Source: an optimization exercise on an open RTL-to-GDS flow (aim: small area). Production flows keep margins and buffers that such runs may drop. Function was checked by simulation only, so behaviour that the tests miss may differ from the original. The clock port is modelled as an ideal driver; clocking choices that lean on that would not hold on a real chip. Power figures rest on the tool's default switching activity, not on a simulated workload.

## yarrow
==> flow/design.v (excerpt) <==
module main #(
    parameter MAIN_DIV = 8,      
    parameter SCAN_DIV = 4       
)(
    input wire clk,
    input wire rst,    
    input wire btnC,   
    input wire btnL,   
    input wire btnR,   
    input wire [7:0] num1,   
    input wire [7:0] num2,   
    output wire [6:0] seg,            
    output wire [3:0] an,              
    output wire multiplicationFinished    
);
==> module main, before the edit <==
module main #(
    parameter MAIN_DIV = 8,      
    parameter SCAN_DIV = 4       
)(
    input wire clk,
    input wire rst,    
    input wire btnC,   
    input wire btnL,   
    input wire btnR,   
    input wire [7:0] num1,   
    input wire [7:0] num2,   
    output wire [6:0] seg,            
    output wire [3:0] an,              
    output wire multiplicationFinished    
);
    wire mtick, stick, load, mdiv3;
    step_ctrl ctrl(.clk(clk), .rst(rst), .btnC(btnC), .mtick(mtick), .stick(stick), .load(load), .mdiv3(mdiv3));
    reg [7:0] mcand;         
    reg [16:1] mplier_r;     
    reg lsb_seen;
    reg cvt;                 
    wire [16:0] mplier = {mplier_r, cvt & lsb_seen};
    wire mcand_seen = ~cvt & lsb_seen;
    wire mcand_b0 = mcand[0] ^ (mcand[7] & mcand_seen);
    reg [16:0] prod;         
    reg sign;
    wire fin_fast = mcand[7] ? ((&mcand) & mcand_seen) : (mcand == 8'd0);
    wire neg1 = sign ^ mcand[7];
    wire cvt_step = cvt & ~mdiv3;
    wire cvt_done = cvt & mdiv3 & stick;     
    wire mag1_bit = mplier[16] ^ (neg1 & (|mplier[15:9]));
    wire [16:0] mplier_dbl;
    bcd_dbl dbl(.x(mplier), .cin(cvt_step & mag1_bit), .y(mplier_dbl));
    wire add_en = mtick & ~load & mcand_b0;
    wire [16:0] sum;
    bcd_add adder(.a(prod), .b(mplier & {17{add_en}}), .y(sum));
    always @(posedge clk) begin
        if (rst) begin
            mcand <= 8'd0;
            lsb_seen <= 1'b0;
            sign <= 1'b0;
        end else if (mtick) begin
            if (load) begin
                mcand <= num2;
                lsb_seen <= 1'b0;
                sign <= num1[7] ^ num2[7];
            end else begin
                mcand <= {mcand[7], mcand[7:1]};
                lsb_seen <= mcand_seen | mcand[0];
            end
        end else if (cvt_step) begin
            lsb_seen <= mplier_dbl[0];
        end else if (cvt_done) begin
            sign <= sign & ~fin_fast & (|mplier[8:0]);
        end
    end
    always @(posedge clk) begin
        if (rst || (mtick && load)) prod <= 17'h06666;
        else                        prod <= sum;
    end
    always @(posedge clk) begin
        if (mtick) cvt <= load;
    end
    always @(posedge clk) begin
        if (mtick) begin
            if (load) mplier_r <= {num1, 8'd0};
            else      mplier_r <= mplier_dbl[16:1];
        end else if (cvt_step) begin
            mplier_r <= {mplier[15:9], 1'b0, mplier_dbl[8:1]};
        end
    end
    wire [1:0] pos, wsel;
    scroller scr(.clk(clk), .rst(rst | load), .stick(stick), .btnL(btnL), .btnR(btnR),
                 .pos(pos), .wsel(wsel));
    wire [6:0] seg_fast;
    wire [3:0] an_fast;
    display disp(.pos(pos), .wsel(wsel), .prod(prod), .sign(sign), .seg(seg_fast), .an(an_fast));
    generate
        if (MAIN_DIV == 8 && SCAN_DIV == 4) begin : g_default
            assign seg = seg_fast;
            assign an = an_fast;
            assign multiplicationFinished = fin_fast;
        end else begin : g_generic
            main_generic #(.MAIN_DIV(MAIN_DIV), .SCAN_DIV(SCAN_DIV)) core(
                .clk(clk), .rst(rst), .btnC(btnC), .btnL(btnL), .btnR(btnR),
                .num1(num1), .num2(num2),
                .seg(seg), .an(an), .multiplicationFinished(multiplicationFinished)
            );
        end
    endgenerate
endmodule
clock: 20.0 ns
lec_check: 0
abc_area: 1
cap_margin: 20
core_margin: 2
core_utilization: 65
place_density: 0.8
slew_margin: 20
standard.sh (not shown) runs the stock make flow with config.mk's settings and CLKGATE_MAP_FILE= SYNTH_SCRIPT=/design/flow/synth_recipe.tcl, a recipe that flattens the netlist after the stock synthesis.
==> flow/flow/run.sh <==
#!/bin/bash
# Own layout flow: the standard synthesis; then the combinational logic
# between the registers re-mapped by ABC for area with a few scripts, keeping
# the smallest netlist (registers, their names and cell types untouched);
# then the standard layout with small port buffers and no CTS dummy loads.
set -euo pipefail
WORK=$(pwd)
FLOW=$WORK/flow
R=$WORK/orfs/results/${FLOW_PLATFORM}/main/base
LIB=$FLOW_HOME/platforms/${FLOW_PLATFORM}/lib/sky130_fd_sc_hd__tt_025C_1v80.lib
# keep temporary files inside the work folder
export TMPDIR=$WORK/tmp
mkdir -p $TMPDIR

# 1. standard synthesis
bash standard.sh synth > $WORK/flow_synth.log 2>&1

# 2. re-map the logic
cp $R/1_2_yosys.v $WORK/std_netlist.v
python3 $FLOW/genmodels.py $LIB > $WORK/cell_models.v 2> $WORK/flow_genmodels.log
DU=$(sed -n '/DONT_USE_CELLS +=/,/^#/p' $FLOW_HOME/platforms/${FLOW_PLATFORM}/config.mk \
     | grep -o "sky130_fd_sc_hd__[a-z0-9_]*" | sed 's/^/-dont_use /' | tr '\n' ' ')
regs() { grep -oE "sky130_fd_sc_hd__[a-z0-9]*df[a-z0-9_]* +[^ (]+" "$1" | sort; }
resynth() {
  local S=$1 n=$(basename $1 .abc)
  timeout 900 yosys -l $WORK/flow_$n.log -p "
read_verilog $WORK/cell_models.v
read_verilog $WORK/std_netlist.v
hierarchy -top $FLOW_TOP
flatten
opt -purge
techmap
opt -fast -purge
abc -liberty $LIB $DU -script $S
opt_clean -purge
hilomap -singleton -hicell sky130_fd_sc_hd__conb_1 HI -locell sky130_fd_sc_hd__conb_1 LO
insbuf -buf sky130_fd_sc_hd__buf_1 A X
splitnets
opt_clean -purge
tee -o $WORK/$n.stat stat -liberty $LIB
write_verilog -noattr -nohex -nodec $WORK/$n.v
" > /dev/null 2>&1 || true
}
# run the scripts, a few at a time
i=0
for S in $FLOW/resynth_*.abc; do
  resynth $S &
  i=$((i + 1))
  if (( i % ${NUM_CORES:-4} == 0 )); then wait; fi
done
wait
best=""; best_area=""
for S in $FLOW/resynth_*.abc; do
  n=$(basename $S .abc)
  [[ -f $WORK/$n.stat && -f $WORK/$n.v ]] || { echo "$n: failed" >> $WORK/flow_pick.log; continue; }
  area=$(grep "Chip area" $WORK/$n.stat | grep -oE "[0-9.]+$" || true)
  [[ -n "$area" ]] || continue
  # keep the registers: same instance names and cell types as the standard synthesis
  [[ "$(regs $WORK/std_netlist.v)" == "$(regs $WORK/$n.v)" ]] || { echo "$n: register mismatch" >> $WORK/flow_pick.log; continue; }
  echo "$n: $area" >> $WORK/flow_pick.log
  if [[ -z "$best" ]] || awk "BEGIN{exit !($area < $best_area)}"; then best=$n; best_area=$area; fi
done
echo "picked: ${best:-standard}" >> $WORK/flow_pick.log
if [[ -n "$best" ]]; then
  cp $WORK/$best.v $R/1_2_yosys.v
  touch $R/1_2_yosys.v
fi

# 3. layout up to clock tree synthesis
CTS_ARGS="-sink_clustering_enable -repair_clock_nets -dont_use_dummy_load -buf_list {sky130_fd_sc_hd__clkbuf_4}"
bash standard.sh "BUFFER_PORTS_ARGS=-buffer_cell sky130_fd_sc_hd__buf_1" "CTS_ARGS=$CTS_ARGS" cts > $WORK/flow_layout_cts.log 2>&1

# 4. upsize the clock buffers with the largest fanout
CTS_ODB=$R/4_cts.odb CTS_SMALL_BUF=sky130_fd_sc_hd__clkbuf_4 CTS_BIG_BUF=sky130_fd_sc_hd__clkbuf_8 CTS_MAX_FANOUT=10 \
  openroad -no_init -exit $FLOW/cts_fix.tcl > $WORK/flow_cts_fix.log 2>&1
touch $R/4_cts.odb

# 5. rest of the layout
bash standard.sh "BUFFER_PORTS_ARGS=-buffer_cell sky130_fd_sc_hd__buf_1" "CTS_ARGS=$CTS_ARGS" finish > $WORK/flow_layout.log 2>&1
Other scripts of this flow, unchanged in this note and not shown: flow/flow/cts_fix.tcl, flow/flow/genmodels.py, flow/flow/resynth_a1.abc, flow/flow/resynth_a4.abc, flow/flow/resynth_a5.abc, flow/flow/resynth_a7.abc, flow/flow/resynth_b1.abc, flow/flow/resynth_b1s1.abc, flow/flow/resynth_b1s3.abc, flow/flow/resynth_b8.abc, flow/flow/resynth_d4.abc, flow/flow/resynth_d5.abc, flow/flow/resynth_d6.abc, flow/flow/resynth_d7.abc, flow/flow/resynth_e2.abc, flow/flow/resynth_f1.abc, flow/flow/resynth_f3.abc, flow/flow/resynth_f4.abc, flow/flow/resynth_f5.abc, flow/flow/resynth_g1.abc
> inputs changed (yarrow -> xenon)
--- a/flow/design.v
+++ b/flow/design.v
@@ -504,17 +504,15 @@
 );
     wire mtick, stick, load, mdiv3;
     step_ctrl ctrl(.clk(clk), .rst(rst), .btnC(btnC), .mtick(mtick), .stick(stick), .load(load), .mdiv3(mdiv3));
     reg [7:0] mcand;         
-    reg [16:1] mplier_r;     
-    reg lsb_seen;
-    reg cvt;                 
-    wire [16:0] mplier = {mplier_r, cvt & lsb_seen};
-    wire mcand_seen = ~cvt & lsb_seen;
+    reg mcand_seen;
     wire mcand_b0 = mcand[0] ^ (mcand[7] & mcand_seen);
+    reg [16:0] mplier;       
     reg [16:0] prod;         
     reg sign;
     wire fin_fast = mcand[7] ? ((&mcand) & mcand_seen) : (mcand == 8'd0);
+    reg cvt;                 
     wire neg1 = sign ^ mcand[7];
     wire cvt_step = cvt & ~mdiv3;
     wire cvt_done = cvt & mdiv3 & stick;     
     wire mag1_bit = mplier[16] ^ (neg1 & (|mplier[15:9]));
@@ -525,21 +523,19 @@
     bcd_add adder(.a(prod), .b(mplier & {17{add_en}}), .y(sum));
     always @(posedge clk) begin
         if (rst) begin
             mcand <= 8'd0;
-            lsb_seen <= 1'b0;
+            mcand_seen <= 1'b0;
             sign <= 1'b0;
         end else if (mtick) begin
             if (load) begin
                 mcand <= num2;
-                lsb_seen <= 1'b0;
+                mcand_seen <= 1'b0;
                 sign <= num1[7] ^ num2[7];
             end else begin
                 mcand <= {mcand[7], mcand[7:1]};
-                lsb_seen <= mcand_seen | mcand[0];
+                mcand_seen <= mcand_seen | mcand[0];
             end
-        end else if (cvt_step) begin
-            lsb_seen <= mplier_dbl[0];
         end else if (cvt_done) begin
             sign <= sign & ~fin_fast & (|mplier[8:0]);
         end
     end
@@ -551,12 +547,12 @@
         if (mtick) cvt <= load;
     end
     always @(posedge clk) begin
         if (mtick) begin
-            if (load) mplier_r <= {num1, 8'd0};
-            else      mplier_r <= mplier_dbl[16:1];
+            if (load) mplier <= {num1, 9'd0};
+            else      mplier <= mplier_dbl;
         end else if (cvt_step) begin
-            mplier_r <= {mplier[15:9], 1'b0, mplier_dbl[8:1]};
+            mplier <= {mplier[15:9], 1'b0, mplier_dbl[8:0]};
         end
     end
     wire [1:0] pos, wsel;
     scroller scr(.clk(clk), .rst(rst | load), .stick(stick), .btnL(btnL), .btnR(btnR),
Results
The first-pass GRT wire length reported for xenon is smaller than that of yarrow by 1.8%.
In the tables for xenon and yarrow, number of clock sinks reads lower with yarrow.
In the flow results for xenon and yarrow, the pre-CTS setup slack is smaller on xenon.
[compare] base=yarrow new=xenon: number of cells on the critical path went up by about 8%; worst hold slack comparable; power after layout increased 29%.
| relative slew slack | xenon vs yarrow | 0.18 points lower |
Compared to yarrow, xenon shows a narrower setup margin.
Looking only at wire length reported by the detailed router, and setting everything else aside, the higher value of xenon and yarrow goes to yarrow.
sky130_fd_sc_hd__nor2_1 as the master of the slowest instance on the critical path was reported by xenon, and sky130_fd_sc_hd__or3_1 by yarrow.
In the metrics for xenon and yarrow, the one carrying the higher area occupied by registers is xenon.
Compared with yarrow, xenon ends up with less cell area.

-- separate check: timing with driven ports --
The flow's constraints put no driver on any port. The routed layouts listed below were extracted and timed again, unchanged, in two steps. Step 1: set_driving_cell puts a clkbuf_16 on clk and a buf_2 on each other input, an assumption about the parent block. Step 2 moves the port delays by t, midway between the first and last clock arrival at a register: inputs arrive t later, outputs are due t later. That takes back most of the time a late clock gives input paths. Three values: ideal, step 1, step 2; two values: the first two.
run	shift t [ns]	slack for setup (ns)	worst setup path after step 2	worst register clock-pin slew, ns	worst slew at a driven data input, ns
yarrow	0.410	10.603 / 10.603 / 10.603	register to register	0.11 / 0.11	0.03
xenon	0.414	9.549 / 9.549 / 9.549	register to register	0.10 / 0.10	0.04
After both steps every run listed still meets setup and hold.
